This design comes from an exercise in tuning for small area, a short achievable clock period and few clock cycles per item on the open sky130 flow, not from production work. Where RTL was checked, it was by simulation tests only, not by an equivalence proof against the original.

== run A ==
Design ascon_core, start of the top module:
module ascon_core (
	input wire clk,
	input wire rst_n,
	input wire [127:0] key,
	input wire [127:0] nonce,
	input wire [1:0] sel_type,
	input wire mode_sel_encrypt_decrypt,
	input wire [31:0] data_length,
	input wire [31:0] data_position,
	input wire [127:0] data_in,
	output wire [127:0] data_out,
	input wire process_en_init,
	input wire process_en_AD_AM,
	input wire process_en_encrypt_decrypt,
	input wire process_en_hash,
	input wire process_en_final,
	output wire [127:0] tag,
	output wire done,
	output wire err
);
localparam NR  = 2;               
localparam P12 = 12 / NR;         
localparam P8  = 8 / NR;          
localparam PH  = 3;               
localparam [63:0] IV_AEAD = 64'h00001000808c0001;
localparam [319:0] PRE_HASH = 320'h15fb923a68d7d3de_462065172816566f_34bd868de5fd2580_ada58450f66cd2b8_89afbd5136ee8453;
localparam [319:0] PRE_XOF  = 320'hf32572a345da5dfb_1de85723ee1a83ab_3b49b45b6808518c_274ce98048048859_85dda81f5c981e59;
localparam [319:0] PRE_CXOF = 320'ha5ccdb9a7cc3b277_10b25004f333df43_068625b167d8adb2_5de3c2aa2110bcee_befb38bcb5856749;
wire en_i = process_en_init;
wire en_a = process_en_AD_AM;
wire en_c = process_en_encrypt_decrypt;
wire en_h = process_en_hash;
wire en_f = process_en_final;
ascon_err u_err (
	.data_length(data_length), .data_position(data_position),
	.en({en_i, en_a, en_c, en_h, en_f}), .err(err)
);
reg  [2:0]   pend;    
reg  [3:0]   rs;      
reg          fin;     
reg          kx;      
reg          ds;      
reg          aead;    
reg  [319:0] S;
reg  [127:0] dout;
  ...
==> flow/config.mk <==
export PLATFORM = sky130hd
export DESIGN_NAME = ascon_core
export DESIGN_NICKNAME = ascon_core
export VERILOG_FILES = /design/flow/design.v
export SDC_FILE = /design/flow/constraint.sdc
export NUM_CORES = 8
export LEC_CHECK = 0
export CAP_MARGIN = 30
export CORE_MARGIN = 2
export CORE_UTILIZATION = 52
export SLEW_MARGIN = 30
==> flow/constraint.sdc <==
create_clock -name core_clock -period 13.0 [get_ports {clk}]
set_input_delay 2.6000 -clock core_clock [delete_from_list [all_inputs] [get_ports {clk}]]
set_output_delay 2.6000 -clock core_clock [all_outputs]
set_load 0.01 [all_outputs]
standard.sh (not shown) runs the stock make flow with config.mk's settings and CLKGATE_MAP_FILE= SYNTH_SCRIPT=/design/flow/synth_recipe.tcl, a recipe that flattens the netlist after the stock synthesis.
==> flow/flow/run.sh <==
#!/bin/bash
# The standard layout with these changes:
# - module ascon_err (the logic of the err output, a path from the inputs to
#   an output) is mapped on its own by a delay-driven ABC script (premap.py)
#   and kept as a separate module until the final flatten;
# - timing repair aims at a shorter period than the clock's;
# - the port buffers are buf_2 cells.
set -euo pipefail
YOSYS="$FLOW_HOME/../tools/install/yosys/bin/yosys"
[[ -x "$YOSYS" ]] || YOSYS=yosys
LIB="$FLOW_HOME/platforms/sky130hd/lib/sky130_fd_sc_hd__tt_025C_1v80.lib"
python3 flow/premap.py "$PWD/design.v" "$YOSYS" "$LIB" "$PWD/design_premap.v" > premap.log 2>&1
bash standard.sh VERILOG_FILES="$PWD/design_premap.v" SYNTH_KEEP_MODULES=ascon_err SETUP_SLACK_MARGIN=7.0 \
	'BUFFER_PORTS_ARGS=-buffer_cell sky130_fd_sc_hd__buf_2' finish > standard_flow.log 2>&1
Other scripts of this flow, unchanged in this note and not shown: flow/flow/dont_use.txt, flow/flow/premap.py
For run B, these inputs were changed with respect to run A:
# run A
export LEC_CHECK = 0
export CAP_MARGIN = 30
export CORE_MARGIN = 2
export CORE_UTILIZATION = 52
export SLEW_MARGIN = 30
create_clock -name core_clock -period 13.0 [get_ports {clk}]
# run B
export LEC_CHECK = 0
export CAP_MARGIN = 30
export CORE_MARGIN = 2
export CORE_UTILIZATION = 45
export SLEW_MARGIN = 30
create_clock -name core_clock -period 13.0 [get_ports {clk}]
-- flow/flow/run.sh --
<<< run A, line 12
python3 flow/premap.py "$PWD/design.v" "$YOSYS" "$LIB" "$PWD/design_premap.v" > premap.log 2>&1
bash standard.sh VERILOG_FILES="$PWD/design_premap.v" SYNTH_KEEP_MODULES=ascon_err SETUP_SLACK_MARGIN=7.0 \
	'BUFFER_PORTS_ARGS=-buffer_cell sky130_fd_sc_hd__buf_2' finish > standard_flow.log 2>&1
>>> run B, line 12
python3 flow/premap.py "$PWD/design.v" "$YOSYS" "$LIB" "$PWD/design_premap.v" > premap.log 2>&1
bash standard.sh VERILOG_FILES="$PWD/design_premap.v" SYNTH_KEEP_MODULES=ascon_err SETUP_SLACK_MARGIN=6.5 \
	'BUFFER_PORTS_ARGS=-buffer_cell sky130_fd_sc_hd__buf_2' finish > standard_flow.log 2>&1
==> run notes <==
Run B: flow completed, timing, DRC and antenna clean. The critical path depth in run B sits 4 above the value recorded for run A. Delta (run B minus run A): worst setup slack now smaller, detailed placer's ending HPWL up 24000 µm, final area picked up an extra about 0.8%, via count of the first global-routing pass roughly the same. A critical path's slowest cell of sky130_fd_sc_hd__a21oi_4 is what run A shows, while sky130_fd_sc_hd__xnor2_1 belongs to run B. Run B gives less post-cts gate resize count than run A did. Looking at origin of the worst setup path, the data_length[31] result is from run A; the S[122]$_DFFE_PP_ one comes from run B. From run A to run B the numbers moved as follows: net count of the finished layout went up 35, sequential share of layout area went down 0.15 points.
Setup changes, run B to run C
-- flow/flow/run.sh --
<<< run B, line 12
python3 flow/premap.py "$PWD/design.v" "$YOSYS" "$LIB" "$PWD/design_premap.v" > premap.log 2>&1
bash standard.sh VERILOG_FILES="$PWD/design_premap.v" SYNTH_KEEP_MODULES=ascon_err SETUP_SLACK_MARGIN=6.5 \
	'BUFFER_PORTS_ARGS=-buffer_cell sky130_fd_sc_hd__buf_2' finish > standard_flow.log 2>&1
>>> run C, line 12
python3 flow/premap.py "$PWD/design.v" "$YOSYS" "$LIB" "$PWD/design_premap.v" > premap.log 2>&1
bash standard.sh VERILOG_FILES="$PWD/design_premap.v" SYNTH_KEEP_MODULES=ascon_err SETUP_SLACK_MARGIN=7.0 \
	'BUFFER_PORTS_ARGS=-buffer_cell sky130_fd_sc_hd__buf_2' finish > standard_flow.log 2>&1
Between run B and run C, the difference in total placed instance area is negligible.
Compared with run B, run C shows cell count along the critical path lower by 5.
Number of CTS-inserted buffers: run C vs run B identical
The post-layout minimum cycle time reported for run C is smaller than that of run B by 140 ps.
Comparing post-synthesis to final-layout area growth for run B and run C, the smaller number came from run B.
No run of this note included a check of the RTL's function; only the layout flow was run.

========
## run 1
Another version of the RTL of ascon_core (not shown whole).
For scale: about 720 I/O pins.
## ascon_core
module ascon_core (
	input wire clk,
	input wire rst_n,
	input wire [127:0] key,
	input wire [127:0] nonce,
	input wire [1:0] sel_type,
	input wire mode_sel_encrypt_decrypt,
	input wire [31:0] data_length,
	input wire [31:0] data_position,
	input wire [127:0] data_in,
	output wire [127:0] data_out,
	input wire process_en_init,
	input wire process_en_AD_AM,
	input wire process_en_encrypt_decrypt,
	input wire process_en_hash,
	input wire process_en_final,
	output wire [127:0] tag,
	output wire done,
	output wire err
);
clock: 13.0 ns
lec_check: 0
cap_margin: 25
core_margin: 2
core_utilization: 55
slew_margin: 25
==> flow/flow/run.sh <==
#!/bin/bash
# The standard layout with these changes:
# - module ascon_err (the logic of the err output, a path from the inputs to
#   an output) is mapped on its own by a delay-driven ABC script (premap.py)
#   and kept as a separate module until the final flatten;
# - no adder cells are extracted before ABC maps the logic (ADDER_MAP_FILE
#   empty), which maps the rounds' XOR and AND gates together;
# - timing repair aims at a shorter period than the clock's;
# - the port buffers are buf_1 cells.
set -euo pipefail
YOSYS="$FLOW_HOME/../tools/install/yosys/bin/yosys"
[[ -x "$YOSYS" ]] || YOSYS=yosys
LIB="$FLOW_HOME/platforms/sky130hd/lib/sky130_fd_sc_hd__tt_025C_1v80.lib"
python3 flow/premap.py "$PWD/design.v" "$YOSYS" "$LIB" "$PWD/design_premap.v" > premap.log 2>&1
bash standard.sh VERILOG_FILES="$PWD/design_premap.v" SYNTH_KEEP_MODULES=ascon_err ADDER_MAP_FILE= SETUP_SLACK_MARGIN=7.0 \
	'BUFFER_PORTS_ARGS=-buffer_cell sky130_fd_sc_hd__buf_1' finish > standard_flow.log 2>&1
==> flow/flow/premap.py <==
#!/usr/bin/env python3
"""Maps module ascon_err (the err output's logic, a path from the inputs to an
output) on its own with a delay-driven ABC script, and writes design_premap.v:
design.v with that module replaced by its gate-level netlist.
usage: premap.py DESIGN_V YOSYS LIBERTY OUT_V   (writes err_*.v/ys/log in the cwd)"""
import re, subprocess, sys

design, yosys, lib, out = sys.argv[1:5]
src = open(design).read()
m = re.search(r"^module ascon_err\b.*?^endmodule\b", src, re.S | re.M)
assert m, "module ascon_err not found"
open("err_rtl.v", "w").write(src[:0] + m.group(0) + "\n")

dont_use = open(sys.argv[0].rsplit("/", 1)[0] + "/dont_use.txt").read().split()
abc_script = "strash; dch; balance; map -D 100; topo; buffer -p; upsize -D 100; dnsize -D 100"
open("err_map.abc", "w").write(abc_script + "\n")
ys = f"""read_verilog err_rtl.v
synth -top ascon_err -flatten -nofsm -noshare
opt -purge
abc -script err_map.abc -liberty {lib} {' '.join('-dont_use ' + c for c in dont_use)}
opt_clean -purge
stat -liberty {lib}
write_verilog -noattr -noexpr err_map.v
"""
open("err_map.ys", "w").write(ys)
with open("err_map.log", "w") as log:
    subprocess.run([yosys, "-s", "err_map.ys"], stdout=log, stderr=subprocess.STDOUT, check=True)
net = open("err_map.v").read()
n = re.search(r"^module ascon_err\b.*?^endmodule\b", net, re.S | re.M)
assert n, "mapped module not found"
open(out, "w").write(src[:m.start()] + n.group(0) + src[m.end():])
Other scripts of this flow, unchanged in this note and not shown: flow/flow/dont_use.txt
Testbench counts of run 1, summed over its fixed seeds: cycles 10,549, bytes 24,606.
## Diff of input files: run 2 against run 1
- SLEW_MARGIN: 25 -> 30
- CAP_MARGIN: 25 -> 30
diff --git a/flow/flow/premap.py b/flow/flow/premap.py
--- a/flow/flow/premap.py
+++ b/flow/flow/premap.py
@@ -15 +15 @@
-abc_script = "strash; dch; balance; map -D 100; topo; buffer -p; upsize -D 100; dnsize -D 100"
+abc_script = "strash; dch; map -D 300; topo; buffer -p; upsize -D 300; dnsize -D 300"
### Flow results
- Going from run 1 to run 2, synthesized area per cell held steady, critical path depth grew by 1, CTS buffer count grew by 1.
- Number of max-cap violations came out exactly the same in run 1 and run 2.
- Going from run 1 to run 2, the wire length the detailed router placed on met1 was found to have gone up by 2.6 mm.
- Comparing area added between synthesis and finish for run 1 and run 2, the smaller number came from run 1.
- [compare] base=run 1 new=run 2: share of the final layout cell area in multi-input gates barely changed; final area climbed about 0.8%; minimum hold slack dropped 27 ps; synthesized area barely changed.

## afterwards: timing with drivers on the ports
The results above use ideal ports. As a check the final layouts listed here were re-extracted and re-timed, cells and wires unchanged.
Step 1 sets driving cells, clkbuf_16 on the clock port and buf_2 on the other inputs (assumed; they add their load-dependent delay and slew).
Step 2 moves the port delays by t, midway between the first and last clock arrival at a register: inputs arrive t later, outputs are due t later. That takes back most of the time a late clock gives input paths.
Three values: ideal, step 1, step 2; two values: the first two.
| run | t, ns | setup WS [ns] | worst data-port slew with drivers (ns) |
|---|---|---|---|
| run A | 0.785 | 6.623 / 6.579 / 6.289 | 0.15 |
| run B | 0.818 | 6.487 / 6.487 / 6.156 | 0.16 |
| run C | 0.802 | 6.622 / 6.563 / 6.341 | 0.22 |
| run 1 | 0.782 | 6.633 / 6.612 / 6.612 | 0.14 |
| run 2 | 0.784 | 6.587 / 6.553 / 6.553 | 0.12 |
After both steps setup and hold are still met in every run listed. For run A, which loses most, drivers alone change the setup slack by -0.044 ns; drivers and shift together by -0.334 ns.
